This design comes from an exercise in tuning for small area, a short achievable clock period and few clock cycles per item on the open sky130 flow, not from production work.
For this run, only the layout was checked, not whether the RTL still works.
Power figures rest on the tool's default switching activity, not on a simulated workload.

==> design/flow/design.v <==
module booth (
    input  wire        clk  ,
    input  wire        rst_n,
    input  wire [15:0] x    ,
    input  wire [15:0] y    ,
    input  wire        start,
    output wire [31:0] z    ,
    output wire        busy
);
assign busy = 1'b0;
wire one0, two0;
menc ue0 (.y2(y[1]), .y1(y[0]), .y0(1'b0), .one(one0), .two(two0));
wire one1, two1;
menc ue1 (.y2(y[3]), .y1(y[2]), .y0(y[1]), .one(one1), .two(two1));
wire one2, two2;
menc ue2 (.y2(y[5]), .y1(y[4]), .y0(y[3]), .one(one2), .two(two2));
wire one3, two3;
menc ue3 (.y2(y[7]), .y1(y[6]), .y0(y[5]), .one(one3), .two(two3));
wire one4, two4;
menc ue4 (.y2(y[9]), .y1(y[8]), .y0(y[7]), .one(one4), .two(two4));
wire one5, two5;
menc ue5 (.y2(y[11]), .y1(y[10]), .y0(y[9]), .one(one5), .two(two5));
wire one6, two6;
menc ue6 (.y2(y[13]), .y1(y[12]), .y0(y[11]), .one(one6), .two(two6));
wire one7, two7;
menc ue7 (.y2(y[15]), .y1(y[14]), .y0(y[13]), .one(one7), .two(two7));
wire pp0_0;
mbs upp0_0 (.xj(x[0]), .xm(1'b0), .one(one0), .two(two0), .neg(y[1]), .pp(pp0_0));
wire pp0_1;
mbs upp0_1 (.xj(x[1]), .xm(x[0]), .one(one0), .two(two0), .neg(y[1]), .pp(pp0_1));
wire pp0_2;
mbs upp0_2 (.xj(x[2]), .xm(x[1]), .one(one0), .two(two0), .neg(y[1]), .pp(pp0_2));
wire pp0_3;
mbs upp0_3 (.xj(x[3]), .xm(x[2]), .one(one0), .two(two0), .neg(y[1]), .pp(pp0_3));
wire pp0_4;
mbs upp0_4 (.xj(x[4]), .xm(x[3]), .one(one0), .two(two0), .neg(y[1]), .pp(pp0_4));
wire pp0_5;
mbs upp0_5 (.xj(x[5]), .xm(x[4]), .one(one0), .two(two0), .neg(y[1]), .pp(pp0_5));
wire pp0_6;
mbs upp0_6 (.xj(x[6]), .xm(x[5]), .one(one0), .two(two0), .neg(y[1]), .pp(pp0_6));
wire pp0_7;
mbs upp0_7 (.xj(x[7]), .xm(x[6]), .one(one0), .two(two0), .neg(y[1]), .pp(pp0_7));
wire pp0_8;
mbs upp0_8 (.xj(x[8]), .xm(x[7]), .one(one0), .two(two0), .neg(y[1]), .pp(pp0_8));
wire pp0_9;
mbs upp0_9 (.xj(x[9]), .xm(x[8]), .one(one0), .two(two0), .neg(y[1]), .pp(pp0_9));
wire pp0_10;
mbs upp0_10 (.xj(x[10]), .xm(x[9]), .one(one0), .two(two0), .neg(y[1]), .pp(pp0_10));
wire pp0_11;
mbs upp0_11 (.xj(x[11]), .xm(x[10]), .one(one0), .two(two0), .neg(y[1]), .pp(pp0_11));
wire pp0_12;
mbs upp0_12 (.xj(x[12]), .xm(x[11]), .one(one0), .two(two0), .neg(y[1]), .pp(pp0_12));
wire pp0_13;
mbs upp0_13 (.xj(x[13]), .xm(x[12]), .one(one0), .two(two0), .neg(y[1]), .pp(pp0_13));
wire pp0_14;
mbs upp0_14 (.xj(x[14]), .xm(x[13]), .one(one0), .two(two0), .neg(y[1]), .pp(pp0_14));
wire pp0_15;
mbs upp0_15 (.xj(x[15]), .xm(x[14]), .one(one0), .two(two0), .neg(y[1]), .pp(pp0_15));
wire pp0_16;
mbsn upp0_16 (.xj(x[15]), .xm(x[15]), .one(one0), .two(two0), .neg(y[1]), .pp(pp0_16));
wire s0n;
minv us0n (.a(pp0_16), .y(s0n));
wire pp1_0;
mbs upp1_0 (.xj(x[0]), .xm(1'b0), .one(one1), .two(two1), .neg(y[3]), .pp(pp1_0));
wire pp1_1;
mbs upp1_1 (.xj(x[1]), .xm(x[0]), .one(one1), .two(two1), .neg(y[3]), .pp(pp1_1));
wire pp1_2;
mbs upp1_2 (.xj(x[2]), .xm(x[1]), .one(one1), .two(two1), .neg(y[3]), .pp(pp1_2));
wire pp1_3;
mbs upp1_3 (.xj(x[3]), .xm(x[2]), .one(one1), .two(two1), .neg(y[3]), .pp(pp1_3));
wire pp1_4;
mbs upp1_4 (.xj(x[4]), .xm(x[3]), .one(one1), .two(two1), .neg(y[3]), .pp(pp1_4));
wire pp1_5;
mbs upp1_5 (.xj(x[5]), .xm(x[4]), .one(one1), .two(two1), .neg(y[3]), .pp(pp1_5));
wire pp1_6;
mbs upp1_6 (.xj(x[6]), .xm(x[5]), .one(one1), .two(two1), .neg(y[3]), .pp(pp1_6));
wire pp1_7;
mbs upp1_7 (.xj(x[7]), .xm(x[6]), .one(one1), .two(two1), .neg(y[3]), .pp(pp1_7));
wire pp1_8;
mbs upp1_8 (.xj(x[8]), .xm(x[7]), .one(one1), .two(two1), .neg(y[3]), .pp(pp1_8));
wire pp1_9;
mbs upp1_9 (.xj(x[9]), .xm(x[8]), .one(one1), .two(two1), .neg(y[3]), .pp(pp1_9));
wire pp1_10;
mbs upp1_10 (.xj(x[10]), .xm(x[9]), .one(one1), .two(two1), .neg(y[3]), .pp(pp1_10));
wire pp1_11;
mbs upp1_11 (.xj(x[11]), .xm(x[10]), .one(one1), .two(two1), .neg(y[3]), .pp(pp1_11));
wire pp1_12;
mbs upp1_12 (.xj(x[12]), .xm(x[11]), .one(one1), .two(two1), .neg(y[3]), .pp(pp1_12));
wire pp1_13;
mbs upp1_13 (.xj(x[13]), .xm(x[12]), .one(one1), .two(two1), .neg(y[3]), .pp(pp1_13));
wire pp1_14;
mbs upp1_14 (.xj(x[14]), .xm(x[13]), .one(one1), .two(two1), .neg(y[3]), .pp(pp1_14));
wire pp1_15;
mbs upp1_15 (.xj(x[15]), .xm(x[14]), .one(one1), .two(two1), .neg(y[3]), .pp(pp1_15));
wire pp1_16;
mbsn upp1_16 (.xj(x[15]), .xm(x[15]), .one(one1), .two(two1), .neg(y[3]), .pp(pp1_16));
wire pp2_0;
mbs upp2_0 (.xj(x[0]), .xm(1'b0), .one(one2), .two(two2), .neg(y[5]), .pp(pp2_0));
wire pp2_1;
mbs upp2_1 (.xj(x[1]), .xm(x[0]), .one(one2), .two(two2), .neg(y[5]), .pp(pp2_1));
wire pp2_2;
mbs upp2_2 (.xj(x[2]), .xm(x[1]), .one(one2), .two(two2), .neg(y[5]), .pp(pp2_2));
wire pp2_3;
mbs upp2_3 (.xj(x[3]), .xm(x[2]), .one(one2), .two(two2), .neg(y[5]), .pp(pp2_3));
wire pp2_4;
mbs upp2_4 (.xj(x[4]), .xm(x[3]), .one(one2), .two(two2), .neg(y[5]), .pp(pp2_4));
wire pp2_5;
mbs upp2_5 (.xj(x[5]), .xm(x[4]), .one(one2), .two(two2), .neg(y[5]), .pp(pp2_5));
wire pp2_6;
mbs upp2_6 (.xj(x[6]), .xm(x[5]), .one(one2), .two(two2), .neg(y[5]), .pp(pp2_6));
wire pp2_7;
mbs upp2_7 (.xj(x[7]), .xm(x[6]), .one(one2), .two(two2), .neg(y[5]), .pp(pp2_7));
wire pp2_8;
mbs upp2_8 (.xj(x[8]), .xm(x[7]), .one(one2), .two(two2), .neg(y[5]), .pp(pp2_8));
wire pp2_9;
mbs upp2_9 (.xj(x[9]), .xm(x[8]), .one(one2), .two(two2), .neg(y[5]), .pp(pp2_9));
wire pp2_10;
mbs upp2_10 (.xj(x[10]), .xm(x[9]), .one(one2), .two(two2), .neg(y[5]), .pp(pp2_10));
wire pp2_11;
mbs upp2_11 (.xj(x[11]), .xm(x[10]), .one(one2), .two(two2), .neg(y[5]), .pp(pp2_11));
wire pp2_12;
mbs upp2_12 (.xj(x[12]), .xm(x[11]), .one(one2), .two(two2), .neg(y[5]), .pp(pp2_12));
wire pp2_13;
mbs upp2_13 (.xj(x[13]), .xm(x[12]), .one(one2), .two(two2), .neg(y[5]), .pp(pp2_13));
wire pp2_14;
mbs upp2_14 (.xj(x[14]), .xm(x[13]), .one(one2), .two(two2), .neg(y[5]), .pp(pp2_14));
wire pp2_15;
mbs upp2_15 (.xj(x[15]), .xm(x[14]), .one(one2), .two(two2), .neg(y[5]), .pp(pp2_15));
wire pp2_16;
mbsn upp2_16 (.xj(x[15]), .xm(x[15]), .one(one2), .two(two2), .neg(y[5]), .pp(pp2_16));
wire pp3_0;
mbs upp3_0 (.xj(x[0]), .xm(1'b0), .one(one3), .two(two3), .neg(y[7]), .pp(pp3_0));
wire pp3_1;
mbs upp3_1 (.xj(x[1]), .xm(x[0]), .one(one3), .two(two3), .neg(y[7]), .pp(pp3_1));
wire pp3_2;
mbs upp3_2 (.xj(x[2]), .xm(x[1]), .one(one3), .two(two3), .neg(y[7]), .pp(pp3_2));
wire pp3_3;
mbs upp3_3 (.xj(x[3]), .xm(x[2]), .one(one3), .two(two3), .neg(y[7]), .pp(pp3_3));
wire pp3_4;
mbs upp3_4 (.xj(x[4]), .xm(x[3]), .one(one3), .two(two3), .neg(y[7]), .pp(pp3_4));
wire pp3_5;
mbs upp3_5 (.xj(x[5]), .xm(x[4]), .one(one3), .two(two3), .neg(y[7]), .pp(pp3_5));
wire pp3_6;
mbs upp3_6 (.xj(x[6]), .xm(x[5]), .one(one3), .two(two3), .neg(y[7]), .pp(pp3_6));
wire pp3_7;
mbs upp3_7 (.xj(x[7]), .xm(x[6]), .one(one3), .two(two3), .neg(y[7]), .pp(pp3_7));
wire pp3_8;
mbs upp3_8 (.xj(x[8]), .xm(x[7]), .one(one3), .two(two3), .neg(y[7]), .pp(pp3_8));
wire pp3_9;
mbs upp3_9 (.xj(x[9]), .xm(x[8]), .one(one3), .two(two3), .neg(y[7]), .pp(pp3_9));
wire pp3_10;
mbs upp3_10 (.xj(x[10]), .xm(x[9]), .one(one3), .two(two3), .neg(y[7]), .pp(pp3_10));
wire pp3_11;
mbs upp3_11 (.xj(x[11]), .xm(x[10]), .one(one3), .two(two3), .neg(y[7]), .pp(pp3_11));
wire pp3_12;
mbs upp3_12 (.xj(x[12]), .xm(x[11]), .one(one3), .two(two3), .neg(y[7]), .pp(pp3_12));
wire pp3_13;
mbs upp3_13 (.xj(x[13]), .xm(x[12]), .one(one3), .two(two3), .neg(y[7]), .pp(pp3_13));
wire pp3_14;
mbs upp3_14 (.xj(x[14]), .xm(x[13]), .one(one3), .two(two3), .neg(y[7]), .pp(pp3_14));
wire pp3_15;
mbs upp3_15 (.xj(x[15]), .xm(x[14]), .one(one3), .two(two3), .neg(y[7]), .pp(pp3_15));
wire pp3_16;
mbsn upp3_16 (.xj(x[15]), .xm(x[15]), .one(one3), .two(two3), .neg(y[7]), .pp(pp3_16));
wire pp4_0;
mbs upp4_0 (.xj(x[0]), .xm(1'b0), .one(one4), .two(two4), .neg(y[9]), .pp(pp4_0));
wire pp4_1;
mbs upp4_1 (.xj(x[1]), .xm(x[0]), .one(one4), .two(two4), .neg(y[9]), .pp(pp4_1));
wire pp4_2;
mbs upp4_2 (.xj(x[2]), .xm(x[1]), .one(one4), .two(two4), .neg(y[9]), .pp(pp4_2));
wire pp4_3;
mbs upp4_3 (.xj(x[3]), .xm(x[2]), .one(one4), .two(two4), .neg(y[9]), .pp(pp4_3));
wire pp4_4;
mbs upp4_4 (.xj(x[4]), .xm(x[3]), .one(one4), .two(two4), .neg(y[9]), .pp(pp4_4));
wire pp4_5;
mbs upp4_5 (.xj(x[5]), .xm(x[4]), .one(one4), .two(two4), .neg(y[9]), .pp(pp4_5));
wire pp4_6;
mbs upp4_6 (.xj(x[6]), .xm(x[5]), .one(one4), .two(two4), .neg(y[9]), .pp(pp4_6));
wire pp4_7;
mbs upp4_7 (.xj(x[7]), .xm(x[6]), .one(one4), .two(two4), .neg(y[9]), .pp(pp4_7));
wire pp4_8;
mbs upp4_8 (.xj(x[8]), .xm(x[7]), .one(one4), .two(two4), .neg(y[9]), .pp(pp4_8));
wire pp4_9;
mbs upp4_9 (.xj(x[9]), .xm(x[8]), .one(one4), .two(two4), .neg(y[9]), .pp(pp4_9));
wire pp4_10;
mbs upp4_10 (.xj(x[10]), .xm(x[9]), .one(one4), .two(two4), .neg(y[9]), .pp(pp4_10));
wire pp4_11;
mbs upp4_11 (.xj(x[11]), .xm(x[10]), .one(one4), .two(two4), .neg(y[9]), .pp(pp4_11));
wire pp4_12;
mbs upp4_12 (.xj(x[12]), .xm(x[11]), .one(one4), .two(two4), .neg(y[9]), .pp(pp4_12));
wire pp4_13;
mbs upp4_13 (.xj(x[13]), .xm(x[12]), .one(one4), .two(two4), .neg(y[9]), .pp(pp4_13));
wire pp4_14;
mbs upp4_14 (.xj(x[14]), .xm(x[13]), .one(one4), .two(two4), .neg(y[9]), .pp(pp4_14));
wire pp4_15;
mbs upp4_15 (.xj(x[15]), .xm(x[14]), .one(one4), .two(two4), .neg(y[9]), .pp(pp4_15));
wire pp4_16;
mbsn upp4_16 (.xj(x[15]), .xm(x[15]), .one(one4), .two(two4), .neg(y[9]), .pp(pp4_16));
wire pp5_0;
mbs upp5_0 (.xj(x[0]), .xm(1'b0), .one(one5), .two(two5), .neg(y[11]), .pp(pp5_0));
wire pp5_1;
mbs upp5_1 (.xj(x[1]), .xm(x[0]), .one(one5), .two(two5), .neg(y[11]), .pp(pp5_1));
wire pp5_2;
mbs upp5_2 (.xj(x[2]), .xm(x[1]), .one(one5), .two(two5), .neg(y[11]), .pp(pp5_2));
wire pp5_3;
mbs upp5_3 (.xj(x[3]), .xm(x[2]), .one(one5), .two(two5), .neg(y[11]), .pp(pp5_3));
wire pp5_4;
mbs upp5_4 (.xj(x[4]), .xm(x[3]), .one(one5), .two(two5), .neg(y[11]), .pp(pp5_4));
wire pp5_5;
mbs upp5_5 (.xj(x[5]), .xm(x[4]), .one(one5), .two(two5), .neg(y[11]), .pp(pp5_5));
wire pp5_6;
mbs upp5_6 (.xj(x[6]), .xm(x[5]), .one(one5), .two(two5), .neg(y[11]), .pp(pp5_6));
wire pp5_7;
mbs upp5_7 (.xj(x[7]), .xm(x[6]), .one(one5), .two(two5), .neg(y[11]), .pp(pp5_7));
wire pp5_8;
mbs upp5_8 (.xj(x[8]), .xm(x[7]), .one(one5), .two(two5), .neg(y[11]), .pp(pp5_8));
wire pp5_9;
mbs upp5_9 (.xj(x[9]), .xm(x[8]), .one(one5), .two(two5), .neg(y[11]), .pp(pp5_9));
wire pp5_10;
mbs upp5_10 (.xj(x[10]), .xm(x[9]), .one(one5), .two(two5), .neg(y[11]), .pp(pp5_10));
wire pp5_11;
mbs upp5_11 (.xj(x[11]), .xm(x[10]), .one(one5), .two(two5), .neg(y[11]), .pp(pp5_11));
wire pp5_12;
mbs upp5_12 (.xj(x[12]), .xm(x[11]), .one(one5), .two(two5), .neg(y[11]), .pp(pp5_12));
wire pp5_13;
mbs upp5_13 (.xj(x[13]), .xm(x[12]), .one(one5), .two(two5), .neg(y[11]), .pp(pp5_13));
wire pp5_14;
mbs upp5_14 (.xj(x[14]), .xm(x[13]), .one(one5), .two(two5), .neg(y[11]), .pp(pp5_14));
wire pp5_15;
mbs upp5_15 (.xj(x[15]), .xm(x[14]), .one(one5), .two(two5), .neg(y[11]), .pp(pp5_15));
wire pp5_16;
mbsn upp5_16 (.xj(x[15]), .xm(x[15]), .one(one5), .two(two5), .neg(y[11]), .pp(pp5_16));
wire pp6_0;
mbs upp6_0 (.xj(x[0]), .xm(1'b0), .one(one6), .two(two6), .neg(y[13]), .pp(pp6_0));
wire pp6_1;
mbs upp6_1 (.xj(x[1]), .xm(x[0]), .one(one6), .two(two6), .neg(y[13]), .pp(pp6_1));
wire pp6_2;
mbs upp6_2 (.xj(x[2]), .xm(x[1]), .one(one6), .two(two6), .neg(y[13]), .pp(pp6_2));
wire pp6_3;
mbs upp6_3 (.xj(x[3]), .xm(x[2]), .one(one6), .two(two6), .neg(y[13]), .pp(pp6_3));
wire pp6_4;
mbs upp6_4 (.xj(x[4]), .xm(x[3]), .one(one6), .two(two6), .neg(y[13]), .pp(pp6_4));
wire pp6_5;
mbs upp6_5 (.xj(x[5]), .xm(x[4]), .one(one6), .two(two6), .neg(y[13]), .pp(pp6_5));
wire pp6_6;
mbs upp6_6 (.xj(x[6]), .xm(x[5]), .one(one6), .two(two6), .neg(y[13]), .pp(pp6_6));
wire pp6_7;
mbs upp6_7 (.xj(x[7]), .xm(x[6]), .one(one6), .two(two6), .neg(y[13]), .pp(pp6_7));
wire pp6_8;
mbs upp6_8 (.xj(x[8]), .xm(x[7]), .one(one6), .two(two6), .neg(y[13]), .pp(pp6_8));
wire pp6_9;
mbs upp6_9 (.xj(x[9]), .xm(x[8]), .one(one6), .two(two6), .neg(y[13]), .pp(pp6_9));
wire pp6_10;
mbs upp6_10 (.xj(x[10]), .xm(x[9]), .one(one6), .two(two6), .neg(y[13]), .pp(pp6_10));
wire pp6_11;
mbs upp6_11 (.xj(x[11]), .xm(x[10]), .one(one6), .two(two6), .neg(y[13]), .pp(pp6_11));
wire pp6_12;
mbs upp6_12 (.xj(x[12]), .xm(x[11]), .one(one6), .two(two6), .neg(y[13]), .pp(pp6_12));
wire pp6_13;
mbs upp6_13 (.xj(x[13]), .xm(x[12]), .one(one6), .two(two6), .neg(y[13]), .pp(pp6_13));
wire pp6_14;
mbs upp6_14 (.xj(x[14]), .xm(x[13]), .one(one6), .two(two6), .neg(y[13]), .pp(pp6_14));
wire pp6_15;
mbs upp6_15 (.xj(x[15]), .xm(x[14]), .one(one6), .two(two6), .neg(y[13]), .pp(pp6_15));
wire pp6_16;
mbsn upp6_16 (.xj(x[15]), .xm(x[15]), .one(one6), .two(two6), .neg(y[13]), .pp(pp6_16));
wire pp7_0;
mbs upp7_0 (.xj(x[0]), .xm(1'b0), .one(one7), .two(two7), .neg(y[15]), .pp(pp7_0));
wire pp7_1;
mbs upp7_1 (.xj(x[1]), .xm(x[0]), .one(one7), .two(two7), .neg(y[15]), .pp(pp7_1));
wire pp7_2;
mbs upp7_2 (.xj(x[2]), .xm(x[1]), .one(one7), .two(two7), .neg(y[15]), .pp(pp7_2));
wire pp7_3;
mbs upp7_3 (.xj(x[3]), .xm(x[2]), .one(one7), .two(two7), .neg(y[15]), .pp(pp7_3));
wire pp7_4;
mbs upp7_4 (.xj(x[4]), .xm(x[3]), .one(one7), .two(two7), .neg(y[15]), .pp(pp7_4));
wire pp7_5;
mbs upp7_5 (.xj(x[5]), .xm(x[4]), .one(one7), .two(two7), .neg(y[15]), .pp(pp7_5));
wire pp7_6;
mbs upp7_6 (.xj(x[6]), .xm(x[5]), .one(one7), .two(two7), .neg(y[15]), .pp(pp7_6));
wire pp7_7;
mbs upp7_7 (.xj(x[7]), .xm(x[6]), .one(one7), .two(two7), .neg(y[15]), .pp(pp7_7));
wire pp7_8;
mbs upp7_8 (.xj(x[8]), .xm(x[7]), .one(one7), .two(two7), .neg(y[15]), .pp(pp7_8));
wire pp7_9;
mbs upp7_9 (.xj(x[9]), .xm(x[8]), .one(one7), .two(two7), .neg(y[15]), .pp(pp7_9));
wire pp7_10;
mbs upp7_10 (.xj(x[10]), .xm(x[9]), .one(one7), .two(two7), .neg(y[15]), .pp(pp7_10));
wire pp7_11;
mbs upp7_11 (.xj(x[11]), .xm(x[10]), .one(one7), .two(two7), .neg(y[15]), .pp(pp7_11));
wire pp7_12;
mbs upp7_12 (.xj(x[12]), .xm(x[11]), .one(one7), .two(two7), .neg(y[15]), .pp(pp7_12));
wire pp7_13;
mbs upp7_13 (.xj(x[13]), .xm(x[12]), .one(one7), .two(two7), .neg(y[15]), .pp(pp7_13));
wire pp7_14;
mbs upp7_14 (.xj(x[14]), .xm(x[13]), .one(one7), .two(two7), .neg(y[15]), .pp(pp7_14));
wire pp7_15;
mbs upp7_15 (.xj(x[15]), .xm(x[14]), .one(one7), .two(two7), .neg(y[15]), .pp(pp7_15));
wire pp7_16;
mbsn upp7_16 (.xj(x[15]), .xm(x[15]), .one(one7), .two(two7), .neg(y[15]), .pp(pp7_16));
wire s1, c2;
mha us1 (.a(y[3]), .b(pp0_2), .s(s1), .co(c2));
wire s3, c4;
mha us3 (.a(pp0_3), .b(pp1_1), .s(s3), .co(c4));
wire s5, c6;
mfa us5 (.a(y[5]), .b(pp0_4), .c(pp1_2), .s(s5), .co(c6));
wire s7, c8;
mha us7 (.a(pp2_0), .b(c4), .s(s7), .co(c8));
wire s9, c10;
mfa us9 (.a(pp0_5), .b(pp1_3), .c(pp2_1), .s(s9), .co(c10));
wire s11, c12;
mha us11 (.a(c6), .b(c8), .s(s11), .co(c12));
wire s13, c14;
mfa us13 (.a(y[7]), .b(pp0_6), .c(pp1_4), .s(s13), .co(c14));
wire s15, c16;
mfa us15 (.a(pp2_2), .b(pp3_0), .c(c10), .s(s15), .co(c16));
wire s17, c18;
mha us17 (.a(s13), .b(c12), .s(s17), .co(c18));
wire s19, c20;
mfa us19 (.a(pp0_7), .b(pp1_5), .c(pp2_3), .s(s19), .co(c20));
wire s21, c22;
mfa us21 (.a(pp3_1), .b(c14), .c(s19), .s(s21), .co(c22));
wire s23, c24;
mha us23 (.a(c16), .b(c18), .s(s23), .co(c24));
wire s25, c26;
mfa us25 (.a(y[9]), .b(pp0_8), .c(pp1_6), .s(s25), .co(c26));
wire s27, c28;
mfa us27 (.a(pp2_4), .b(pp3_2), .c(pp4_0), .s(s27), .co(c28));
wire s29, c30;
mfa us29 (.a(c20), .b(s25), .c(s27), .s(s29), .co(c30));
wire s31, c32;
mha us31 (.a(c22), .b(s29), .s(s31), .co(c32));
wire s33, c34;
mfa us33 (.a(pp0_9), .b(pp1_7), .c(pp2_5), .s(s33), .co(c34));
wire s35, c36;
mfa us35 (.a(pp3_3), .b(pp4_1), .c(c26), .s(s35), .co(c36));
wire s37, c38;
mx3 us37 (.a(c28), .b(s33), .c(c30), .s(s37));
mmaj uc38 (.a(c28), .b(s33), .c(c30), .co(c38));
wire s39, c40;
mha us39 (.a(s35), .b(s37), .s(s39), .co(c40));
wire s41, c42;
mfa us41 (.a(y[11]), .b(pp0_10), .c(pp1_8), .s(s41), .co(c42));
wire s43, c44;
mfa us43 (.a(pp2_6), .b(pp3_4), .c(pp4_2), .s(s43), .co(c44));
wire s45, c46;
mfa us45 (.a(pp5_0), .b(c34), .c(s41), .s(s45), .co(c46));
wire s47, c48;
mx3 us47 (.a(s43), .b(c36), .c(s45), .s(s47));
mmaj uc48 (.a(s43), .b(c36), .c(s45), .co(c48));
wire s49, c50;
mha us49 (.a(s47), .b(c38), .s(s49), .co(c50));
wire s51, c52;
mfa us51 (.a(pp0_11), .b(pp1_9), .c(pp2_7), .s(s51), .co(c52));
wire s53, c54;
mfa us53 (.a(pp3_5), .b(pp4_3), .c(pp5_1), .s(s53), .co(c54));
wire s55, c56;
mfa us55 (.a(c42), .b(c44), .c(s51), .s(s55), .co(c56));
wire s57, c58;
mx3 us57 (.a(s53), .b(c46), .c(s55), .s(s57));
mmaj uc58 (.a(s53), .b(c46), .c(s55), .co(c58));
wire s59, c60;
mha us59 (.a(s57), .b(c48), .s(s59), .co(c60));
wire s61, c62;
mfa us61 (.a(y[13]), .b(pp0_12), .c(pp1_10), .s(s61), .co(c62));
wire s63, c64;
mfa us63 (.a(pp2_8), .b(pp3_6), .c(pp4_4), .s(s63), .co(c64));
wire s65, c66;
mfa us65 (.a(pp5_2), .b(pp6_0), .c(c52), .s(s65), .co(c66));
wire s67, c68;
mfa us67 (.a(c54), .b(s61), .c(s63), .s(s67), .co(c68));
wire s69, c70;
mx3 us69 (.a(c56), .b(s65), .c(s67), .s(s69));
mmaj uc70 (.a(c56), .b(s65), .c(s67), .co(c70));
wire s71, c72;
mha us71 (.a(s69), .b(c58), .s(s71), .co(c72));
wire s73, c74;
mfa us73 (.a(pp0_13), .b(pp1_11), .c(pp2_9), .s(s73), .co(c74));
wire s75, c76;
mfa us75 (.a(pp3_7), .b(pp4_5), .c(pp5_3), .s(s75), .co(c76));
wire s77, c78;
mfa us77 (.a(pp6_1), .b(c62), .c(c64), .s(s77), .co(c78));
wire s79, c80;
mx3 us79 (.a(s73), .b(s75), .c(c66), .s(s79));
mmaj uc80 (.a(s73), .b(s75), .c(c66), .co(c80));
wire s81, c82;
mx3 us81 (.a(c68), .b(s77), .c(s79), .s(s81));
mmaj uc82 (.a(c68), .b(s77), .c(s79), .co(c82));
wire s83, c84;
mha us83 (.a(s81), .b(c70), .s(s83), .co(c84));
wire s85, c86;
mfa us85 (.a(y[15]), .b(pp0_14), .c(pp1_12), .s(s85), .co(c86));
wire s87, c88;
mfa us87 (.a(pp2_10), .b(pp3_8), .c(pp4_6), .s(s87), .co(c88));
wire s89, c90;
mfa us89 (.a(pp5_4), .b(pp6_2), .c(pp7_0), .s(s89), .co(c90));
wire s91, c92;
mfa us91 (.a(c74), .b(c76), .c(s85), .s(s91), .co(c92));
wire s93, c94;
mx3 us93 (.a(s87), .b(s89), .c(c78), .s(s93));
mmaj uc94 (.a(s87), .b(s89), .c(c78), .co(c94));
wire s95, c96;
mx3 us95 (.a(s91), .b(s93), .c(c80), .s(s95));
mmaj uc96 (.a(s91), .b(s93), .c(c80), .co(c96));
wire s97, c98;
mha us97 (.a(c82), .b(s95), .s(s97), .co(c98));
wire s99, c100;
mfa us99 (.a(pp0_15), .b(pp1_13), .c(pp2_11), .s(s99), .co(c100));
wire s101, c102;
mfa us101 (.a(pp3_9), .b(pp4_7), .c(pp5_5), .s(s101), .co(c102));
wire s103, c104;
mfa us103 (.a(pp6_3), .b(pp7_1), .c(c86), .s(s103), .co(c104));
wire s105, c106;
mfa us105 (.a(c88), .b(c90), .c(s99), .s(s105), .co(c106));
wire s107, c108;
mx3 us107 (.a(s101), .b(c92), .c(s103), .s(s107));
mmaj uc108 (.a(s101), .b(c92), .c(s103), .co(c108));
wire s109, c110;
mx3 us109 (.a(s105), .b(c94), .c(s107), .s(s109));
mmaj uc110 (.a(s105), .b(c94), .c(s107), .co(c110));
wire s111, c112;
mha us111 (.a(c96), .b(s109), .s(s111), .co(c112));
wire s113, c114;
mfa us113 (.a(s0n), .b(pp1_14), .c(pp2_12), .s(s113), .co(c114));
wire s115, c116;
mfa us115 (.a(pp3_10), .b(pp4_8), .c(pp5_6), .s(s115), .co(c116));
wire s117, c118;
mfa us117 (.a(pp6_4), .b(pp7_2), .c(c100), .s(s117), .co(c118));
wire s119, c120;
mfa us119 (.a(c102), .b(s113), .c(s115), .s(s119), .co(c120));
wire s121, c122;
mx3 us121 (.a(c104), .b(c106), .c(s117), .s(s121));
mmaj uc122 (.a(c104), .b(c106), .c(s117), .co(c122));
wire s123, c124;
mx3 us123 (.a(s119), .b(c108), .c(s121), .s(s123));
mmaj uc124 (.a(s119), .b(c108), .c(s121), .co(c124));
wire s125, c126;
mha us125 (.a(c110), .b(s123), .s(s125), .co(c126));
wire s127, c128;
mfa us127 (.a(s0n), .b(pp1_15), .c(pp2_13), .s(s127), .co(c128));
wire s129, c130;
mfa us129 (.a(pp3_11), .b(pp4_9), .c(pp5_7), .s(s129), .co(c130));
wire s131, c132;
mfa us131 (.a(pp6_5), .b(pp7_3), .c(c114), .s(s131), .co(c132));
wire s133, c134;
mfa us133 (.a(c116), .b(s127), .c(s129), .s(s133), .co(c134));
wire s135, c136;
mx3 us135 (.a(c118), .b(c120), .c(s131), .s(s135));
mmaj uc136 (.a(c118), .b(c120), .c(s131), .co(c136));
wire s137, c138;
mx3 us137 (.a(s133), .b(c122), .c(s135), .s(s137));
mmaj uc138 (.a(s133), .b(c122), .c(s135), .co(c138));
wire s139, c140;
mha us139 (.a(c124), .b(s137), .s(s139), .co(c140));
wire s141, c142;
mfa us141 (.a(pp0_16), .b(pp1_16), .c(pp2_14), .s(s141), .co(c142));
wire s143, c144;
mfa us143 (.a(pp3_12), .b(pp4_10), .c(pp5_8), .s(s143), .co(c144));
wire s145, c146;
mfa us145 (.a(pp6_6), .b(pp7_4), .c(c128), .s(s145), .co(c146));
wire s147, c148;
mfa us147 (.a(c130), .b(s141), .c(s143), .s(s147), .co(c148));
wire s149, c150;
mx3 us149 (.a(c132), .b(c134), .c(s145), .s(s149));
mmaj uc150 (.a(c132), .b(c134), .c(s145), .co(c150));
wire s151, c152;
mx3 us151 (.a(s147), .b(c136), .c(s149), .s(s151));
mmaj uc152 (.a(s147), .b(c136), .c(s149), .co(c152));
wire s153, c154;
mha us153 (.a(c138), .b(s151), .s(s153), .co(c154));
wire s155;
minv us155 (.a(pp2_15), .y(s155));
wire s156, c157;
mfa us156 (.a(pp3_13), .b(pp4_11), .c(pp5_9), .s(s156), .co(c157));
wire s158, c159;
mfa us158 (.a(pp6_7), .b(pp7_5), .c(s155), .s(s158), .co(c159));
wire s160, c161;
mfa us160 (.a(c142), .b(c144), .c(s156), .s(s160), .co(c161));
wire s162, c163;
mx3 us162 (.a(s158), .b(c146), .c(c148), .s(s162));
mmaj uc163 (.a(s158), .b(c146), .c(c148), .co(c163));
wire s164, c165;
mx3 us164 (.a(s160), .b(s162), .c(c150), .s(s164));
mmaj uc165 (.a(s160), .b(s162), .c(c150), .co(c165));
wire s166, c167;
mha us166 (.a(s164), .b(c152), .s(s166), .co(c167));
wire s168, c169;
mfa us168 (.a(pp2_16), .b(pp3_14), .c(pp4_12), .s(s168), .co(c169));
wire s170, c171;
mfa us170 (.a(pp5_10), .b(pp6_8), .c(pp7_6), .s(s170), .co(c171));
wire s172, c173;
mfa us172 (.a(pp2_15), .b(c157), .c(c159), .s(s172), .co(c173));
wire s174, c175;
mx3 us174 (.a(s168), .b(s170), .c(c161), .s(s174));
mmaj uc175 (.a(s168), .b(s170), .c(c161), .co(c175));
wire s176, c177;
mx3 us176 (.a(s172), .b(s174), .c(c163), .s(s176));
mmaj uc177 (.a(s172), .b(s174), .c(c163), .co(c177));
wire s178, c179;
mha us178 (.a(s176), .b(c165), .s(s178), .co(c179));
wire s180;
minv us180 (.a(pp3_15), .y(s180));
wire s181, c182;
mfa us181 (.a(pp4_13), .b(pp5_11), .c(pp6_9), .s(s181), .co(c182));
wire s183, c184;
mfa us183 (.a(pp7_7), .b(s180), .c(c169), .s(s183), .co(c184));
wire s185, c186;
mx3 us185 (.a(c171), .b(s181), .c(c173), .s(s185));
mmaj uc186 (.a(c171), .b(s181), .c(c173), .co(c186));
wire s187, c188;
mx3 us187 (.a(s183), .b(s185), .c(c175), .s(s187));
mmaj uc188 (.a(s183), .b(s185), .c(c175), .co(c188));
wire s189, c190;
mha us189 (.a(s187), .b(c177), .s(s189), .co(c190));
wire s191, c192;
mfa us191 (.a(pp3_16), .b(pp4_14), .c(pp5_12), .s(s191), .co(c192));
wire s193, c194;
mfa us193 (.a(pp6_10), .b(pp7_8), .c(pp3_15), .s(s193), .co(c194));
wire s195, c196;
mfa us195 (.a(c182), .b(s191), .c(s193), .s(s195), .co(c196));
wire s197, c198;
mx3 us197 (.a(c184), .b(s195), .c(c186), .s(s197));
mmaj uc198 (.a(c184), .b(s195), .c(c186), .co(c198));
wire s199, c200;
mha us199 (.a(s197), .b(c188), .s(s199), .co(c200));
wire s201;
minv us201 (.a(pp4_15), .y(s201));
wire s202, c203;
mfa us202 (.a(pp5_13), .b(pp6_11), .c(pp7_9), .s(s202), .co(c203));
wire s204, c205;
mfa us204 (.a(s201), .b(c192), .c(c194), .s(s204), .co(c205));
wire s206, c207;
mx3 us206 (.a(s202), .b(c196), .c(s204), .s(s206));
mmaj uc207 (.a(s202), .b(c196), .c(s204), .co(c207));
wire s208, c209;
mha us208 (.a(s206), .b(c198), .s(s208), .co(c209));
wire s210, c211;
mfa us210 (.a(pp4_16), .b(pp5_14), .c(pp6_12), .s(s210), .co(c211));
wire s212, c213;
mfa us212 (.a(pp7_10), .b(pp4_15), .c(c203), .s(s212), .co(c213));
wire s214, c215;
mx3 us214 (.a(s210), .b(c205), .c(s212), .s(s214));
mmaj uc215 (.a(s210), .b(c205), .c(s212), .co(c215));
wire s216, c217;
mha us216 (.a(s214), .b(c207), .s(s216), .co(c217));
wire s218;
minv us218 (.a(pp5_15), .y(s218));
wire s219, c220;
mfa us219 (.a(pp6_13), .b(pp7_11), .c(s218), .s(s219), .co(c220));
wire s221, c222;
mx3 us221 (.a(c211), .b(s219), .c(c213), .s(s221));
mmaj uc222 (.a(c211), .b(s219), .c(c213), .co(c222));
wire s223, c224;
mha us223 (.a(s221), .b(c215), .s(s223), .co(c224));
wire s225, c226;
mfa us225 (.a(pp5_16), .b(pp6_14), .c(pp7_12), .s(s225), .co(c226));
wire s227, c228;
mfa us227 (.a(pp5_15), .b(c220), .c(s225), .s(s227), .co(c228));
wire s229, c230;
mha us229 (.a(s227), .b(c222), .s(s229), .co(c230));
wire s231;
minv us231 (.a(pp6_15), .y(s231));
wire s232, c233;
mfa us232 (.a(pp7_13), .b(s231), .c(c226), .s(s232), .co(c233));
wire s234, c235;
mha us234 (.a(c228), .b(s232), .s(s234), .co(c235));
wire s236, c237;
mfa us236 (.a(pp6_16), .b(pp7_14), .c(pp6_15), .s(s236), .co(c237));
wire s238, c239;
mha us238 (.a(s236), .b(c233), .s(s238), .co(c239));
wire s240;
minv us240 (.a(pp7_15), .y(s240));
wire s241, c242;
mha us241 (.a(s240), .b(c237), .s(s241), .co(c242));
wire s243, c244;
mha us243 (.a(pp7_16), .b(pp7_15), .s(s243), .co(c244));
wire s245;
minv us245 (.a(c244), .y(s245));
wire lp246, lg247;
mha ulp246 (.a(pp0_0), .b(y[1]), .s(lp246), .co(lg247));
wire lp248, lg249;
mha ulp248 (.a(pp1_0), .b(s1), .s(lp248), .co(lg249));
wire lp250, lg251;
mha ulp250 (.a(c2), .b(s3), .s(lp250), .co(lg251));
wire lp252, lg253;
mha ulp252 (.a(s5), .b(s7), .s(lp252), .co(lg253));
wire lp254, lg255;
mha ulp254 (.a(s9), .b(s11), .s(lp254), .co(lg255));
wire lp256, lg257;
mha ulp256 (.a(s15), .b(s17), .s(lp256), .co(lg257));
wire lp258, lg259;
mha ulp258 (.a(s21), .b(s23), .s(lp258), .co(lg259));
wire lp260, lg261;
mha ulp260 (.a(c24), .b(s31), .s(lp260), .co(lg261));
wire lp262, lg263;
mha ulp262 (.a(c32), .b(s39), .s(lp262), .co(lg263));
wire lq264;
mand ulq264 (.a(lp248), .b(pp0_1), .y(lq264));
wire lg265;
mao ulg265 (.g1(lg253), .p1(lp252), .g0(lg251), .g(lg265));
wire lq266;
mand ulq266 (.a(lp252), .b(lp250), .y(lq266));
wire lg267;
mao ulg267 (.g1(lg257), .p1(lp256), .g0(lg255), .g(lg267));
wire lq268;
mand ulq268 (.a(lp256), .b(lp254), .y(lq268));
wire lg269;
mao ulg269 (.g1(lg261), .p1(lp260), .g0(lg259), .g(lg269));
wire lq270;
mand ulq270 (.a(lp260), .b(lp258), .y(lq270));
wire la271;
mand ula271 (.a(pp0_1), .b(lg247), .y(la271));
wire lg272;
mao ulg272 (.g1(lg249), .p1(lq264), .g0(lg247), .g(lg272));
wire lg273;
mao ulg273 (.g1(lg255), .p1(lp254), .g0(lg265), .g(lg273));
wire lq274;
mand ulq274 (.a(lp254), .b(lq266), .y(lq274));
wire lg275;
mao ulg275 (.g1(lg267), .p1(lq268), .g0(lg265), .g(lg275));
wire lq276;
mand ulq276 (.a(lq268), .b(lq266), .y(lq276));
wire lg277;
mao ulg277 (.g1(lg263), .p1(lp262), .g0(lg269), .g(lg277));
wire lq278;
mand ulq278 (.a(lp262), .b(lq270), .y(lq278));
wire lg279;
mao ulg279 (.g1(lg251), .p1(lp250), .g0(lg272), .g(lg279));
wire lg280;
mao ulg280 (.g1(lg265), .p1(lq266), .g0(lg272), .g(lg280));
wire lg281;
mao ulg281 (.g1(lg273), .p1(lq274), .g0(lg272), .g(lg281));
wire lg282;
mao ulg282 (.g1(lg275), .p1(lq276), .g0(lg272), .g(lg282));
wire lg283;
mao ulg283 (.g1(lg259), .p1(lp258), .g0(lg282), .g(lg283));
wire lg284;
mao ulg284 (.g1(lg269), .p1(lq270), .g0(lg282), .g(lg284));
wire lg285;
mao ulg285 (.g1(lg277), .p1(lq278), .g0(lg282), .g(lg285));
wire ls286;
mxor uls286 (.a(pp0_1), .b(lg247), .y(ls286));
wire ls287;
mxor uls287 (.a(lp248), .b(la271), .y(ls287));
wire ls288;
mxor uls288 (.a(lp250), .b(lg272), .y(ls288));
wire ls289;
mxor uls289 (.a(lp252), .b(lg279), .y(ls289));
wire ls290;
mxor uls290 (.a(lp254), .b(lg280), .y(ls290));
wire ls291;
mxor uls291 (.a(lp256), .b(lg281), .y(ls291));
wire ls292;
mxor uls292 (.a(lp258), .b(lg282), .y(ls292));
wire ls293;
mxor uls293 (.a(lp260), .b(lg283), .y(ls293));
wire ls294;
mxor uls294 (.a(lp262), .b(lg284), .y(ls294));
reg [10:0] qlo;
reg [21:0] qa;
reg [20:0] qb;
wire hp295, hg296;
mha uhp295 (.a(qa[0]), .b(qb[0]), .s(hp295), .co(hg296));
wire hp297, hg298;
mha uhp297 (.a(qa[1]), .b(qb[1]), .s(hp297), .co(hg298));
wire hp299, hg300;
mha uhp299 (.a(qa[2]), .b(qb[2]), .s(hp299), .co(hg300));
wire hp301, hg302;
mha uhp301 (.a(qa[3]), .b(qb[3]), .s(hp301), .co(hg302));
wire hp303, hg304;
mha uhp303 (.a(qa[4]), .b(qb[4]), .s(hp303), .co(hg304));
wire hp305, hg306;
mha uhp305 (.a(qa[5]), .b(qb[5]), .s(hp305), .co(hg306));
wire hp307, hg308;
mha uhp307 (.a(qa[6]), .b(qb[6]), .s(hp307), .co(hg308));
wire hp309, hg310;
mha uhp309 (.a(qa[7]), .b(qb[7]), .s(hp309), .co(hg310));
wire hp311, hg312;
mha uhp311 (.a(qa[8]), .b(qb[8]), .s(hp311), .co(hg312));
wire hp313, hg314;
mha uhp313 (.a(qa[9]), .b(qb[9]), .s(hp313), .co(hg314));
wire hp315, hg316;
mha uhp315 (.a(qa[10]), .b(qb[10]), .s(hp315), .co(hg316));
wire hp317, hg318;
mha uhp317 (.a(qa[11]), .b(qb[11]), .s(hp317), .co(hg318));
wire hp319, hg320;
mha uhp319 (.a(qa[12]), .b(qb[12]), .s(hp319), .co(hg320));
wire hp321, hg322;
mha uhp321 (.a(qa[13]), .b(qb[13]), .s(hp321), .co(hg322));
wire hp323, hg324;
mha uhp323 (.a(qa[14]), .b(qb[14]), .s(hp323), .co(hg324));
wire hp325, hg326;
mha uhp325 (.a(qa[15]), .b(qb[15]), .s(hp325), .co(hg326));
wire hp327, hg328;
mha uhp327 (.a(qa[16]), .b(qb[16]), .s(hp327), .co(hg328));
wire hp329, hg330;
mha uhp329 (.a(qa[17]), .b(qb[17]), .s(hp329), .co(hg330));
wire hp331, hg332;
mha uhp331 (.a(qa[18]), .b(qb[18]), .s(hp331), .co(hg332));
wire hp333, hg334;
mha uhp333 (.a(qa[19]), .b(qb[19]), .s(hp333), .co(hg334));
wire hp335, hg336;
mha uhp335 (.a(qa[20]), .b(qb[20]), .s(hp335), .co(hg336));
wire hg337;
mao uhg337 (.g1(hg296), .p1(hp295), .g0(qlo[10]), .g(hg337));
wire hg338;
mao uhg338 (.g1(hg300), .p1(hp299), .g0(hg298), .g(hg338));
wire hq339;
mand uhq339 (.a(hp299), .b(hp297), .y(hq339));
wire hg340;
mao uhg340 (.g1(hg304), .p1(hp303), .g0(hg302), .g(hg340));
wire hq341;
mand uhq341 (.a(hp303), .b(hp301), .y(hq341));
wire hg342;
mao uhg342 (.g1(hg308), .p1(hp307), .g0(hg306), .g(hg342));
wire hq343;
mand uhq343 (.a(hp307), .b(hp305), .y(hq343));
wire hg344;
mao uhg344 (.g1(hg312), .p1(hp311), .g0(hg310), .g(hg344));
wire hq345;
mand uhq345 (.a(hp311), .b(hp309), .y(hq345));
wire hg346;
mao uhg346 (.g1(hg316), .p1(hp315), .g0(hg314), .g(hg346));
wire hq347;
mand uhq347 (.a(hp315), .b(hp313), .y(hq347));
wire hg348;
mao uhg348 (.g1(hg320), .p1(hp319), .g0(hg318), .g(hg348));
wire hq349;
mand uhq349 (.a(hp319), .b(hp317), .y(hq349));
wire hg350;
mao uhg350 (.g1(hg324), .p1(hp323), .g0(hg322), .g(hg350));
wire hq351;
mand uhq351 (.a(hp323), .b(hp321), .y(hq351));
wire hg352;
mao uhg352 (.g1(hg328), .p1(hp327), .g0(hg326), .g(hg352));
wire hq353;
mand uhq353 (.a(hp327), .b(hp325), .y(hq353));
wire hg354;
mao uhg354 (.g1(hg332), .p1(hp331), .g0(hg330), .g(hg354));
wire hq355;
mand uhq355 (.a(hp331), .b(hp329), .y(hq355));
wire hg356;
mao uhg356 (.g1(hg336), .p1(hp335), .g0(hg334), .g(hg356));
wire hq357;
mand uhq357 (.a(hp335), .b(hp333), .y(hq357));
wire hg358;
mao uhg358 (.g1(hg298), .p1(hp297), .g0(hg337), .g(hg358));
wire hg359;
mao uhg359 (.g1(hg338), .p1(hq339), .g0(hg337), .g(hg359));
wire hg360;
mao uhg360 (.g1(hg306), .p1(hp305), .g0(hg340), .g(hg360));
wire hq361;
mand uhq361 (.a(hp305), .b(hq341), .y(hq361));
wire hg362;
mao uhg362 (.g1(hg342), .p1(hq343), .g0(hg340), .g(hg362));
wire hq363;
mand uhq363 (.a(hq343), .b(hq341), .y(hq363));
wire hg364;
mao uhg364 (.g1(hg314), .p1(hp313), .g0(hg344), .g(hg364));
wire hq365;
mand uhq365 (.a(hp313), .b(hq345), .y(hq365));
wire hg366;
mao uhg366 (.g1(hg346), .p1(hq347), .g0(hg344), .g(hg366));
wire hq367;
mand uhq367 (.a(hq347), .b(hq345), .y(hq367));
wire hg368;
mao uhg368 (.g1(hg322), .p1(hp321), .g0(hg348), .g(hg368));
wire hq369;
mand uhq369 (.a(hp321), .b(hq349), .y(hq369));
wire hg370;
mao uhg370 (.g1(hg350), .p1(hq351), .g0(hg348), .g(hg370));
wire hq371;
mand uhq371 (.a(hq351), .b(hq349), .y(hq371));
wire hg372;
mao uhg372 (.g1(hg330), .p1(hp329), .g0(hg352), .g(hg372));
wire hq373;
mand uhq373 (.a(hp329), .b(hq353), .y(hq373));
wire hg374;
mao uhg374 (.g1(hg354), .p1(hq355), .g0(hg352), .g(hg374));
wire hq375;
mand uhq375 (.a(hq355), .b(hq353), .y(hq375));
wire ha376;
mand uha376 (.a(qa[21]), .b(hg356), .y(ha376));
wire hq377;
mand uhq377 (.a(qa[21]), .b(hq357), .y(hq377));
wire hg378;
mao uhg378 (.g1(hg302), .p1(hp301), .g0(hg359), .g(hg378));
wire hg379;
mao uhg379 (.g1(hg340), .p1(hq341), .g0(hg359), .g(hg379));
wire hg380;
mao uhg380 (.g1(hg360), .p1(hq361), .g0(hg359), .g(hg380));
wire hg381;
mao uhg381 (.g1(hg362), .p1(hq363), .g0(hg359), .g(hg381));
wire hg382;
mao uhg382 (.g1(hg318), .p1(hp317), .g0(hg366), .g(hg382));
wire hq383;
mand uhq383 (.a(hp317), .b(hq367), .y(hq383));
wire hg384;
mao uhg384 (.g1(hg348), .p1(hq349), .g0(hg366), .g(hg384));
wire hq385;
mand uhq385 (.a(hq349), .b(hq367), .y(hq385));
wire hg386;
mao uhg386 (.g1(hg368), .p1(hq369), .g0(hg366), .g(hg386));
wire hq387;
mand uhq387 (.a(hq369), .b(hq367), .y(hq387));
wire hg388;
mao uhg388 (.g1(hg370), .p1(hq371), .g0(hg366), .g(hg388));
wire hq389;
mand uhq389 (.a(hq371), .b(hq367), .y(hq389));
wire hg390;
mao uhg390 (.g1(hg334), .p1(hp333), .g0(hg374), .g(hg390));
wire hq391;
mand uhq391 (.a(hp333), .b(hq375), .y(hq391));
wire hg392;
mao uhg392 (.g1(hg356), .p1(hq357), .g0(hg374), .g(hg392));
wire hq393;
mand uhq393 (.a(hq357), .b(hq375), .y(hq393));
wire hg394;
mao uhg394 (.g1(ha376), .p1(hq377), .g0(hg374), .g(hg394));
wire hq395;
mand uhq395 (.a(hq377), .b(hq375), .y(hq395));
wire hg396;
mao uhg396 (.g1(hg310), .p1(hp309), .g0(hg381), .g(hg396));
wire hg397;
mao uhg397 (.g1(hg344), .p1(hq345), .g0(hg381), .g(hg397));
wire hg398;
mao uhg398 (.g1(hg364), .p1(hq365), .g0(hg381), .g(hg398));
wire hg399;
mao uhg399 (.g1(hg366), .p1(hq367), .g0(hg381), .g(hg399));
wire hg400;
mao uhg400 (.g1(hg382), .p1(hq383), .g0(hg381), .g(hg400));
wire hg401;
mao uhg401 (.g1(hg384), .p1(hq385), .g0(hg381), .g(hg401));
wire hg402;
mao uhg402 (.g1(hg386), .p1(hq387), .g0(hg381), .g(hg402));
wire hg403;
mao uhg403 (.g1(hg388), .p1(hq389), .g0(hg381), .g(hg403));
wire hg404;
mao uhg404 (.g1(hg326), .p1(hp325), .g0(hg403), .g(hg404));
wire hg405;
mao uhg405 (.g1(hg352), .p1(hq353), .g0(hg403), .g(hg405));
wire hg406;
mao uhg406 (.g1(hg372), .p1(hq373), .g0(hg403), .g(hg406));
wire hg407;
mao uhg407 (.g1(hg374), .p1(hq375), .g0(hg403), .g(hg407));
wire hg408;
mao uhg408 (.g1(hg390), .p1(hq391), .g0(hg403), .g(hg408));
wire hg409;
mao uhg409 (.g1(hg392), .p1(hq393), .g0(hg403), .g(hg409));
wire hg410;
mao uhg410 (.g1(hg394), .p1(hq395), .g0(hg403), .g(hg410));
wire hs411;
mxor uhs411 (.a(hp295), .b(qlo[10]), .y(hs411));
wire hs412;
mxor uhs412 (.a(hp297), .b(hg337), .y(hs412));
wire hs413;
mxor uhs413 (.a(hp299), .b(hg358), .y(hs413));
wire hs414;
mxor uhs414 (.a(hp301), .b(hg359), .y(hs414));
wire hs415;
mxor uhs415 (.a(hp303), .b(hg378), .y(hs415));
wire hs416;
mxor uhs416 (.a(hp305), .b(hg379), .y(hs416));
wire hs417;
mxor uhs417 (.a(hp307), .b(hg380), .y(hs417));
wire hs418;
mxor uhs418 (.a(hp309), .b(hg381), .y(hs418));
wire hs419;
mxor uhs419 (.a(hp311), .b(hg396), .y(hs419));
wire hs420;
mxor uhs420 (.a(hp313), .b(hg397), .y(hs420));
wire hs421;
mxor uhs421 (.a(hp315), .b(hg398), .y(hs421));
wire hs422;
mxor uhs422 (.a(hp317), .b(hg399), .y(hs422));
wire hs423;
mxor uhs423 (.a(hp319), .b(hg400), .y(hs423));
wire hs424;
mxor uhs424 (.a(hp321), .b(hg401), .y(hs424));
wire hs425;
mxor uhs425 (.a(hp323), .b(hg402), .y(hs425));
wire hs426;
mxor uhs426 (.a(hp325), .b(hg403), .y(hs426));
wire hs427;
mxor uhs427 (.a(hp327), .b(hg404), .y(hs427));
wire hs428;
mxor uhs428 (.a(hp329), .b(hg405), .y(hs428));
wire hs429;
mxor uhs429 (.a(hp331), .b(hg406), .y(hs429));
wire hs430;
mxor uhs430 (.a(hp333), .b(hg407), .y(hs430));
wire hs431;
mxor uhs431 (.a(hp335), .b(hg408), .y(hs431));
wire hs432;
mxor uhs432 (.a(qa[21]), .b(hg409), .y(hs432));
assign z = {hs432, hs431, hs430, hs429, hs428, hs427, hs426, hs425, hs424, hs423, hs422, hs421, hs420, hs419, hs418, hs417, hs416, hs415, hs414, hs413, hs412, hs411, qlo[9], qlo[8], qlo[7], qlo[6], qlo[5], qlo[4], qlo[3], qlo[2], qlo[1], qlo[0]};
always @(posedge clk)
    if (start) begin
        qlo <= {lg285, ls294, ls293, ls292, ls291, ls290, ls289, ls288, ls287, ls286, lp246};
        qa <= {s245, c242, c239, c235, c230, c224, c217, c209, c200, c190, c179, c167, c154, c140, c126, c112, c98, c84, c72, c60, c50, c40};
        qb <= {s243, s241, s238, s234, s229, s223, s216, s208, s199, s189, s178, s166, s153, s139, s125, s111, s97, s83, s71, s59, s49};
    end
endmodule
module menc (input wire y2, input wire y1, input wire y0, output wire one, output wire two);
assign one = y1 ^ y0;
assign two = (y2 & ~y1 & ~y0) | (~y2 & y1 & y0);
endmodule
module mbs (input wire xj, input wire xm, input wire one, input wire two, input wire neg, output wire pp);
assign pp = ((one & xj) | (two & xm)) ^ neg;
endmodule
module mbsn (input wire xj, input wire xm, input wire one, input wire two, input wire neg, output wire pp);
assign pp = ~(((one & xj) | (two & xm)) ^ neg);
endmodule
module mfa (input wire a, input wire b, input wire c, output wire s, output wire co);
assign s  = a ^ b ^ c;
assign co = (a & b) | (a & c) | (b & c);
endmodule
module mha (input wire a, input wire b, output wire s, output wire co);
assign s  = a ^ b;
assign co = a & b;
endmodule
module mx3 (input wire a, input wire b, input wire c, output wire s);
assign s = a ^ b ^ c;
endmodule
module mmaj (input wire a, input wire b, input wire c, output wire co);
assign co = (a & b) | (a & c) | (b & c);
endmodule
module minv (input wire a, output wire y);
assign y = ~a;
endmodule
module mand (input wire a, input wire b, output wire y);
assign y = a & b;
endmodule
module mxor (input wire a, input wire b, output wire y);
assign y = a ^ b;
endmodule
module mao (input wire g1, input wire p1, input wire g0, output wire g);
assign g = g1 | (p1 & g0);
endmodule
==> design/flow/run.sh <==
#!/bin/bash
# synth_recipe.tcl (not shown) runs the flow's synth.tcl, then flattens the netlist and writes it again
# the make line also repeats each setting of config.mk as NAME=value (left out here)
make -C /OpenROAD-flow-scripts/flow DESIGN_CONFIG=/design/flow/config.mk WORK_HOME=/design/flow/orfs CLKGATE_MAP_FILE= SYNTH_SCRIPT=/design/flow/synth_recipe.tcl finish
==> design/flow/config.mk <==
export PLATFORM = sky130hd
export DESIGN_NAME = booth
export DESIGN_NICKNAME = booth
export VERILOG_FILES = /design/flow/design.v
export SDC_FILE = /design/flow/constraint.sdc
export NUM_CORES = 4
export LEC_CHECK = 0
export CAP_MARGIN = 20
export CORE_MARGIN = 2
export CORE_UTILIZATION = 40
export SLEW_MARGIN = 20
export SYNTH_HIERARCHICAL = 1
export SYNTH_MINIMUM_KEEP_SIZE = 0
==> design/flow/constraint.sdc <==
create_clock -name core_clock -period 4.0 [get_ports {clk}]
set_input_delay 0.8000 -clock core_clock [delete_from_list [all_inputs] [get_ports {clk}]]
set_output_delay 0.8000 -clock core_clock [all_outputs]
set_load 0.01 [all_outputs]
==> summary.txt <==
[path summary, 6_finish.rpt]
kind | from | endpoint | depth (start not counted)
setup / recovery | y[7] | qb[7] | 12
hold / removal | start | qlo[5] | 1
[metal layers]
metal | up-vias | wire length, microns | global-route usage
li1 | 3107 | - | -
met5 | - | 0 | 0
met2 | 132 | 11590 | 0.3484
met4 | 0 | 604 | 0.05379
met3 | 40 | 778 | 0.02013
met1 | 3299 | 11050 | 0.2892
[flip-flops by register name, summed over array words and instances (netlist names)]
register,flops
qa,22
qb,21
qlo,11
[Yosys stat by module (local to each module, per instance), a selection]
| module | flops+latches | cells | times used | cell area, sq um |
|---|---|---|---|---|
| booth | 54 | 88 | 1 | 1873 |
| mand | 0 | 1 | 32 | 6.256 |
| mao | 0 | 1 | 59 | 7.507 |
| mbsn | 0 | 2 | 8 | 21.27 |
| menc | 0 | 4 | 8 | 31.28 |
| mfa | 0 | 1 | 64 | 20.02 |
| minv | 0 | 1 | 8 | 3.754 |
| mmaj | 0 | 1 | 26 | 11.26 |
| mx3 | 0 | 1 | 26 | 23.77 |
| mxor | 0 | 1 | 31 | 8.758 |
[synthesized netlist by cell type]
| cell | n | area [sq um] |
|---|---|---|
| a21o_1 | 59 | 442.9 |
| a22oi_2 | 136 | 1702 |
| and2_1 | 32 | 200.2 |
| buf_4 | 33 | 247.7 |
| conb_1 | 1 | 3.750 |
| edfxtp_1 | 54 | 1622 |
| fa_1 | 64 | 1281 |
| ha_1 | 59 | 738.2 |
| inv_1 | 8 | 30.03 |
| maj3_2 | 26 | 292.8 |
| nand2_1 | 8 | 30.03 |
| nand2b_1 | 8 | 50.05 |
| o22ai_2 | 8 | 100.1 |
| xnor2_1 | 128 | 1121 |
| xor2_1 | 47 | 411.6 |
| xor3_1 | 26 | 618.1 |
[report_power, final]
part	switching (W)	internal (W)
sequential	0.0000894	0.00122
combinational	0.00308	0.00420
clock	0.000230	0.000230
[kinds of logic after synthesis]
| group | after synthesis | share of synthesized area |
|---|---|---|
| AOI/OAI and AO/OA | 203 | 0.2525 |
| xor gates and xnor gates | 201 | 0.2419 |
| adders and majority gates | 149 | 0.2601 |
| buffers and inverters | 41 | 0.03124 |
| DFF | 54 | 0.1824 |
| other | 1 | 0.0004218 |
| and+or+nand+nor | 48 | 0.03152 |
[final cells by class]
class	count	area, sq um
well taps	280	350.3
inverters	8	30.03
fillers	1839	9439
flip-flops and latches	54	1622
repair buffers	284	2729
clock inverters	3	16.27
multi-input cells	613	7512
clock buffers	5	125.1
[repair_timing]
| item | 4_1_cts | 5_1_grt |
|---|---|---|
| pin swaps | 36 | 37 |
| setup endpoints to repair | 30 | 17 |
| setup buffers | 27 | 23 |
| resized for setup | 61 | 42 |
| gates cloned | 1 | 1 |
[stage by stage]
stage,cells,total power [W],setup WS (ns),utilization
4_1_cts,1225,0.009033,0.001791,0.5529
5_1_grt,1247,0.009840,-0.01392,0.5675
6_report,1247,0.009050,0.07288,0.5675
3_3_place_gp,1189,0.008049,-0.6043,0.5234
3_5_place_dp,1189,0.008194,-0.7151,0.5234
2_1_floorplan,708,0.006321,0.01041,-
==> flow_summary_export.csv <==
group,metric,value,unit
route,drtIter0Drc,300,
floorplan,core,0.02182,sq mm
route,via_per_inst,5.275,
sta,worstMarginPinSlew,0.7329,ns
placed_design,placed_area,0.01142,sq mm
yosys,syn_inst,697,
power,p_leak,5.198,nW
placed_design,io_buffers,65,
route,firstDrtPassIters,4,
final_layout,syn_to_final_growth,39.29,%
clock_tree,cts_num_sinks,54,
critical_path,endpoint_kind,"flip-flop",
critical_path,path_max_fanout,7,
critical_path,max_stage_delay,0.47,ns
critical_path,required,4.07,ns
clock_tree,root_buffer,"clkbuf_16",
sta,min_period_over_period,0.9818,
sta,whs,1.093,ns
floorplan,dieHeight,153.1,microns
final_layout,final_cell_mix,"buf_4, a22oi_2, xnor2_1",
clock_tree,cts_tree,"built",
sta,slew_viol_final,0,
final_layout,drive_gt1_frac,0.4778,
clock_tree,h-tree-depth,2,
route,vias,6578,
route,wire_per_inst,19.27,microns
final_layout,final_area,0.01238,sq mm
yosys,yosysUniqueCellTypes,16,
floorplan,initial_core_util,0.4074,
yosys,ys.warnings.count,7,
placed_design,hpwl,18410,microns
critical_path,worstPathCellList,"dlygate4sd2_1 > buf_6 > buf_6 > xor2_4 > buf_12 > a22oi_2 > xnor2_2 > fa_1 > fa_2 > xor3_1 > xor3_1 > ha_4",
critical_path,crit_family,"XOR/XNOR gates",
critical_path,critPathArrivalTime,3.99,ns
worst_hold_path,hp-class,"in2reg",
final_layout,antennaDiodeCount,0,
status,status,"timing/DRC/antenna clean",
global_route,grt_pass1_wl,38670,microns
critical_path,crit_slowest_cell,"fa_1",
flow_run,drv_cap,0,
floorplan,design.portCount,68,
critical_path,path_buf_inv,4,
global_route,grt_usage,0.2079,
yosys,avgSynthCellArea,12.76,sq um
global_route,gr-total-overflow,0,
clock_tree,cts_buffer_depth,2,
power,ir_drop,475.9,uV
sta,rsz0062_at_grt,"yes",
placed_design,gp_congestion,0.8639,
final_layout,nets,1124,
floorplan,die-area,0.02344,sq mm
critical_path,start_kind,"primary input",
global_route,antenna_found_initial,0,
yosys,netlist_area,0.008891,sq mm
sta,max_freq,254.6,MHz
route,antenna_left,0,
sta,hold_viol_final,0,
yosys,ys_seq_area_frac,0.1824,
critical_path,worst-setup-path-type,"in2reg",
global_route,grt_max_degree,29,
sta,min_period,3.927,ns
route,drc,0,
power,powerDensity,730.8,mW/mm^2
final_layout,layout_commonest_cell,"buf_4",
route,wl,24030,microns
sta,setup_viol_count_final,0,
floorplan,die_x,153.1,microns
clock_tree,cts-hold-fix-buffers,0,
floorplan,rows,54,
clock_tree,numCtsBuffers,5,
clock_tree,path_clk_slew,0.08,ns
yosys,synth_seq_cells,54,
global_route,grt_pass1_vias,7067,
sta,maxSlewHeadroom,0.5114,
sta,tns,0,ns

## port drivers added, routing unchanged
The flow's constraints put no driver on any port. The routed layout listed below was extracted and timed again, unchanged, in two steps. Step 1, drivers: a clkbuf_16 drives clk and a buf_2 each remaining input, both assumed. Step 2, shift: input delay + t, output delay - t, t = (earliest + latest rising clock arrival at the registers) / 2. This alone moves slack from input paths to output paths. a / b / c = ideal ports / drivers / drivers and shift; a / b = the first two.
t, ns: 0.345
slack for setup (ns): 0.073 / 0.098 / -0.247
hold slack, ns: 1.093 / 1.071 / 1.416
cell pins on the clock port's net: 1
Met with ideal ports but missed after step 2: setup timing in this run. For this run, drivers alone change the setup slack by +0.025 ns; drivers and shift together by -0.320 ns.
